Context: an optimization exercise on an open-source flow, tuned for small area. The choices shown serve that exercise and are no tape-out recipe. In this exercise RTL edits were held to simulation tests only and were not proved equivalent to the original. Power and IR drop assume default switching activity.

==> flow/design.v (excerpt) <==
module main_module(
    input clk,
    input rst,
    input DIP,
    output [15:0] ROM_Address,
    input  [7:0]  ROM_Data,
    output VGA_VSync,
    output VGA_HSync,
    output [1:0] VGA_R,
    output [1:0] VGA_G,
    output [1:0] VGA_B
    );
Size: ~490 cells after synthesis, ~35 I/O pins, ~5300 sq um of cells after synthesis.
Settings: LEC_CHECK=0, ABC_AREA=0, CAP_MARGIN=20, CORE_MARGIN=2, CORE_UTILIZATION=40, PLACE_DENSITY=0.6, SLEW_MARGIN=20; clock period 14.0 ns.
standard.sh (not shown) runs the stock make flow with config.mk's settings and CLKGATE_MAP_FILE= SYNTH_SCRIPT=/design/flow/synth_recipe.tcl, a recipe that flattens the netlist after the stock synthesis.
==> flow/flow/run.sh <==
#!/bin/bash
# Standard synthesis, then an area re-mapping of its combinational logic (registers
# untouched) and an adder polarity pass, then the standard layout with the smallest
# buffer on the ports and a lean clock tree.
set -euo pipefail
export BUFFER_PORTS_ARGS="-buffer_cell sky130_fd_sc_hd__buf_1"
export CTS_ARGS="-sink_clustering_enable -repair_clock_nets -buf_list sky130_fd_sc_hd__clkbuf_8 -dont_use_dummy_load"
bash standard.sh synth > synth.log 2>&1
R=$(pwd)/orfs/results/sky130hd/main_module/base
LIB=$FLOW_HOME/platforms/sky130hd/lib/sky130_fd_sc_hd__tt_025C_1v80.lib
YOSYS=$(command -v yosys || echo $FLOW_HOME/../tools/install/yosys/bin/yosys)
DU=""
for c in $(sed -n '/DONT_USE_CELLS/,/^#/p' $FLOW_HOME/platforms/sky130hd/config.mk | grep -o 'sky130_fd_sc_hd__[a-z0-9_]*'); do DU="$DU -dont_use $c"; done
cp $R/1_2_yosys.v std_netlist.v
sed -e "s#@LIB@#$LIB#g" -e "s#@IN@#std_netlist.v#" -e "s#@OUT@#remapped.v#" -e "s#@DONTUSE@#$DU#" flow/post.ys > post_run.ys
$YOSYS -s post_run.ys > post_yosys.log 2>&1
python3 flow/polar.py remapped.v polar.v > polar.log 2>&1
cp polar.v $R/1_2_yosys.v
rm -f $R/1_synth.odb
bash standard.sh > standard.log 2>&1
==> flow/flow/polar.py <==
#!/usr/bin/env python3
# Inverter-aware polarity choice for full adders in a mapped sky130hd netlist.
# A full adder is self-dual: FA(~a,~b,~c) = (~sum, ~cout). For each fa_1 the script
# picks the polarity that needs the fewest inverters, then rebuilds all inverters.
import re, sys, collections
src = open(sys.argv[1]).read()
out_path = sys.argv[2]
cell_re = re.compile(r'^\s*(sky130_fd_sc_hd__\w+)\s+(\S+)\s*\((.*?)\);\s*$', re.S | re.M)
pin_re = re.compile(r'\.(\w+)\(\s*(.*?)\s*\)\s*(?:,|$)', re.S)
mod_start = src.index('module ')
cells = []
for m in cell_re.finditer(src):
    pins = [(p, n.strip()) for p, n in pin_re.findall(m.group(3))]
    cells.append([m.group(1), m.group(2), pins, m.start(), m.end()])
OUTP = {'X', 'Y', 'Q', 'Q_N', 'SUM', 'COUT', 'HI', 'LO'}
outports = set()
for m in re.finditer(r'^\s*output\s+(\[[^\]]*\])?\s*([^;]+);', src, re.M):
    for n in m.group(2).split(','):
        outports.add(n.strip())
def portbase(net):
    return re.sub(r'\s*\[\d+\]$', '', net).strip()
isinv = lambda t: re.match(r'sky130_fd_sc_hd__(clk)?inv_\d+$', t) is not None
driver = {}
for i, c in enumerate(cells):
    for p, n in c[2]:
        if p in OUTP: driver[n] = i
# inverters that drive output ports are kept as ordinary cells
fixed_inv = set()
for i, c in enumerate(cells):
    if isinv(c[0]):
        y = dict(c[2])['Y']
        if portbase(y) in outports: fixed_inv.add(i)
removable = set(i for i, c in enumerate(cells) if isinv(c[0]) and i not in fixed_inv)
def lit(net):
    par = 0
    seen = 0
    while net in driver and driver[net] in removable:
        net = dict(cells[driver[net]][2])['A']; par ^= 1
        seen += 1
        if seen > 50: break
    return net, par
fa = [i for i, c in enumerate(cells) if c[0] == 'sky130_fd_sc_hd__fa_1' and not any(n.startswith("1'") or n == '' for p, n in c[2])]
x = {i: 0 for i in fa}
faout = {}   # root net -> fa index
for i in fa:
    for p, n in cells[i][2]:
        if p in ('SUM', 'COUT'): faout[n] = i
# loads: (cell index, pin, root, parity)
loads = collections.defaultdict(list)
for i, c in enumerate(cells):
    if i in removable: continue
    for p, n in c[2]:
        if p in OUTP or n.startswith("1'") or n == '': continue
        r, par = lit(n)
        loads[r].append((i, p, par))
def prov(r):
    return x[faout[r]] if r in faout else 0
def need_inv(r):
    pr = prov(r)
    for i, p, par in loads[r]:
        req = par ^ (x[i] if i in x else 0)
        if req != pr: return 1
    return 0
roots_of = collections.defaultdict(set)
for r, ls in loads.items():
    for i, p, par in ls:
        if i in x: roots_of[i].add(r)
for r, i in faout.items(): roots_of[i].add(r)
cost0 = sum(need_inv(r) for r in loads)
improved = True
it = 0
while improved and it < 50:
    improved = False; it += 1
    for i in fa:
        rs = roots_of[i]
        before = sum(need_inv(r) for r in rs)
        x[i] ^= 1
        after = sum(need_inv(r) for r in rs)
        if after < before: improved = True
        else: x[i] ^= 1
cost1 = sum(need_inv(r) for r in loads)
# rebuild
newinv = {}
wires = []
conn = {}  # (cell index, pin) -> net
for r, ls in loads.items():
    pr = prov(r)
    for i, p, par in ls:
        req = par ^ (x[i] if i in x else 0)
        if req == pr: conn[(i, p)] = r
        else:
            if r not in newinv:
                w = 'pol_n%d' % len(newinv)
                newinv[r] = w; wires.append(w)
            conn[(i, p)] = newinv[r]
pieces = []
last = 0
for i, c in enumerate(cells):
    pieces.append(src[last:c[3]])
    last = c[4]
    if i in removable: continue
    pins = []
    for p, n in c[2]:
        if (i, p) in conn: n = conn[(i, p)]
        pins.append('    .%s(%s )' % (p, n))
    pieces.append('  %s %s (\n%s\n  );' % (c[0], c[1], ',\n'.join(pins)))
pieces.append(src[last:])
body = ''.join(pieces)
# the root of a flipped adder output carries the complement: nets keep their names
insts = ''.join('  sky130_fd_sc_hd__inv_1 pol_i%d (\n    .A(%s ),\n    .Y(%s )\n  );\n' % (k, r, w) for k, (r, w) in enumerate(newinv.items()))
decl = ''.join('  wire %s;\n' % w for w in wires)
k = body.index(';', body.index('module ')) + 1
body = body[:k] + '\n' + decl + body[k:]
body = body.replace('endmodule', insts + 'endmodule', 1)
open(out_path, 'w').write(body)
print('inverters: removable %d, needed before %d, after %d, flipped %d of %d adders' % (len(removable), cost0, cost1, sum(x.values()), len(fa)))
==> flow/flow/post.ys <==
# Re-map the combinational logic of the standard synthesis netlist for area.
# Registers, adders and tie cells are kept exactly as synthesis made them.
read_liberty -ignore_miss_func @LIB@
read_verilog @IN@
hierarchy -top main_module
blackbox sky130_fd_sc_hd__dfxtp_1 sky130_fd_sc_hd__edfxtp_1 sky130_fd_sc_hd__fa_1 sky130_fd_sc_hd__ha_1
flatten
opt -purge
abc -liberty @LIB@ @DONTUSE@ -script +strash;dc2;dch,-f;amap;topo
opt_clean -purge
setundef -zero
hilomap -singleton -hicell sky130_fd_sc_hd__conb_1 HI -locell sky130_fd_sc_hd__conb_1 LO
insbuf -buf sky130_fd_sc_hd__buf_1 A X
splitnets
opt_clean -purge
check
tee -o post_stat.log stat -liberty @LIB@
write_verilog -noattr -nohex -nodec @OUT@
==> next run, changes <==
--- a/flow/flow/run.sh
+++ b/flow/flow/run.sh
@@ -7 +7 @@
-export CTS_ARGS="-sink_clustering_enable -repair_clock_nets -buf_list sky130_fd_sc_hd__clkbuf_8 -dont_use_dummy_load"
+export CTS_ARGS="-sink_clustering_enable -repair_clock_nets -buf_list sky130_fd_sc_hd__clkbuf_4 -sink_clustering_size 8 -sink_clustering_max_diameter 60 -dont_use_dummy_load"
--- a/flow/flow/polar.py
+++ b/flow/flow/polar.py
@@ -80,0 +81,20 @@
+# a short annealing pass from the greedy result (deterministic seed)
+import random
+rnd = random.Random(1)
+best = dict(x); cur = sum(need_inv(r) for r in loads); bestc = cur
+T = 1.0
+for step in range(20000):
+    if not fa: break
+    i = fa[rnd.randrange(len(fa))]
+    rs = roots_of[i]
+    before = sum(need_inv(r) for r in rs)
+    x[i] ^= 1
+    after = sum(need_inv(r) for r in rs)
+    d = after - before
+    if d <= 0 or rnd.random() < pow(2.718, -d / T):
+        cur += d
+        if cur < bestc: bestc = cur; best = dict(x)
+    else:
+        x[i] ^= 1
+    T = max(0.05, T * 0.9997)
+x = best
--- a/flow/flow/post.ys
+++ b/flow/flow/post.ys
@@ -2 +2 @@
-# Registers, adders and tie cells are kept exactly as synthesis made them.
+# Registers, full adders and tie cells are kept exactly as synthesis made them.
@@ -6 +6 @@
-blackbox sky130_fd_sc_hd__dfxtp_1 sky130_fd_sc_hd__edfxtp_1 sky130_fd_sc_hd__fa_1 sky130_fd_sc_hd__ha_1
+blackbox sky130_fd_sc_hd__dfxtp_1 sky130_fd_sc_hd__edfxtp_1 sky130_fd_sc_hd__fa_1
Result: The changed run went through all stages and came out clean; synthesized cell count goes up by 5.3%; final area goes down by 4.6%; routed wire length goes up by 3.9%; setup slack gains 0.45 ns; total power goes down by 6.9%; utilization goes down by 0.10 points.
==> next run, changes <==
--- a/flow/flow/run.sh
+++ b/flow/flow/run.sh
@@ -7 +7 @@
-export CTS_ARGS="-sink_clustering_enable -repair_clock_nets -buf_list sky130_fd_sc_hd__clkbuf_4 -sink_clustering_size 8 -sink_clustering_max_diameter 60 -dont_use_dummy_load"
+export CTS_ARGS="-sink_clustering_enable -repair_clock_nets -buf_list sky130_fd_sc_hd__clkbuf_16 -sink_clustering_size 80 -sink_clustering_max_diameter 500 -dont_use_dummy_load"
--- a/flow/flow/polar.py
+++ b/flow/flow/polar.py
@@ -81,20 +80,0 @@
-# a short annealing pass from the greedy result (deterministic seed)
-import random
-rnd = random.Random(1)
-best = dict(x); cur = sum(need_inv(r) for r in loads); bestc = cur
-T = 1.0
-for step in range(20000):
-    if not fa: break
-    i = fa[rnd.randrange(len(fa))]
-    rs = roots_of[i]
-    before = sum(need_inv(r) for r in rs)
-    x[i] ^= 1
-    after = sum(need_inv(r) for r in rs)
-    d = after - before
-    if d <= 0 or rnd.random() < pow(2.718, -d / T):
-        cur += d
-        if cur < bestc: bestc = cur; best = dict(x)
-    else:
-        x[i] ^= 1
-    T = max(0.05, T * 0.9997)
-x = best
--- a/flow/flow/post.ys
+++ b/flow/flow/post.ys
@@ -2 +2 @@
-# Registers, full adders and tie cells are kept exactly as synthesis made them.
+# Registers, adders and tie cells are kept exactly as synthesis made them.
@@ -6 +6 @@
-blackbox sky130_fd_sc_hd__dfxtp_1 sky130_fd_sc_hd__edfxtp_1 sky130_fd_sc_hd__fa_1
+blackbox sky130_fd_sc_hd__dfxtp_1 sky130_fd_sc_hd__edfxtp_1 sky130_fd_sc_hd__fa_1 sky130_fd_sc_hd__ha_1
The new run produced a clean layout.
Routed wire length decreases by 3.2%.
First-iteration DRC count decreases by about 23%.
Area after synthesis increases by about 4%.
Total power increases by 14%.
Final cell count decreases by 3.0%.
Core utilization increases by 0.87 points.
Sequential share of layout area decreases by 2.2 points.
Die area increases by 4.0%.
Synthesized cell count decreases by about 5%.
Global-route usage decreases by 1.2 points.

-- afterwards: timing with drivers on the ports --
In the flow no input, the clock included, has a driving cell. The finished layouts below were timed again as built, in two steps.
Step 1 sets driving cells, clkbuf_16 on the clock port and buf_2 on the other inputs (assumed; they add their load-dependent delay and slew).
Step 2 moves the port delays by t, midway between the first and last clock arrival at a register: inputs arrive t later, outputs are due t later. That takes back most of the time a late clock gives input paths.
Slacks: no drivers / after step 1 / after step 2; pairs: no drivers / after step 1.
| run | shift t [ns] | slack for setup (ns) | cell pins on the clock port's net |
|---|---|---|---|
| the first run | 0.387 | 2.837 / 2.852 / 2.466 | 1 |
| the second run | 0.450 | 3.284 / 3.295 / 2.845 | 1 |
| the third run | 0.371 | 2.811 / 2.832 / 2.461 | 1 |
After both steps every run listed still meets setup and hold. For the second run, which loses most, drivers alone change the setup slack by +0.011 ns; drivers and shift together by -0.439 ns.
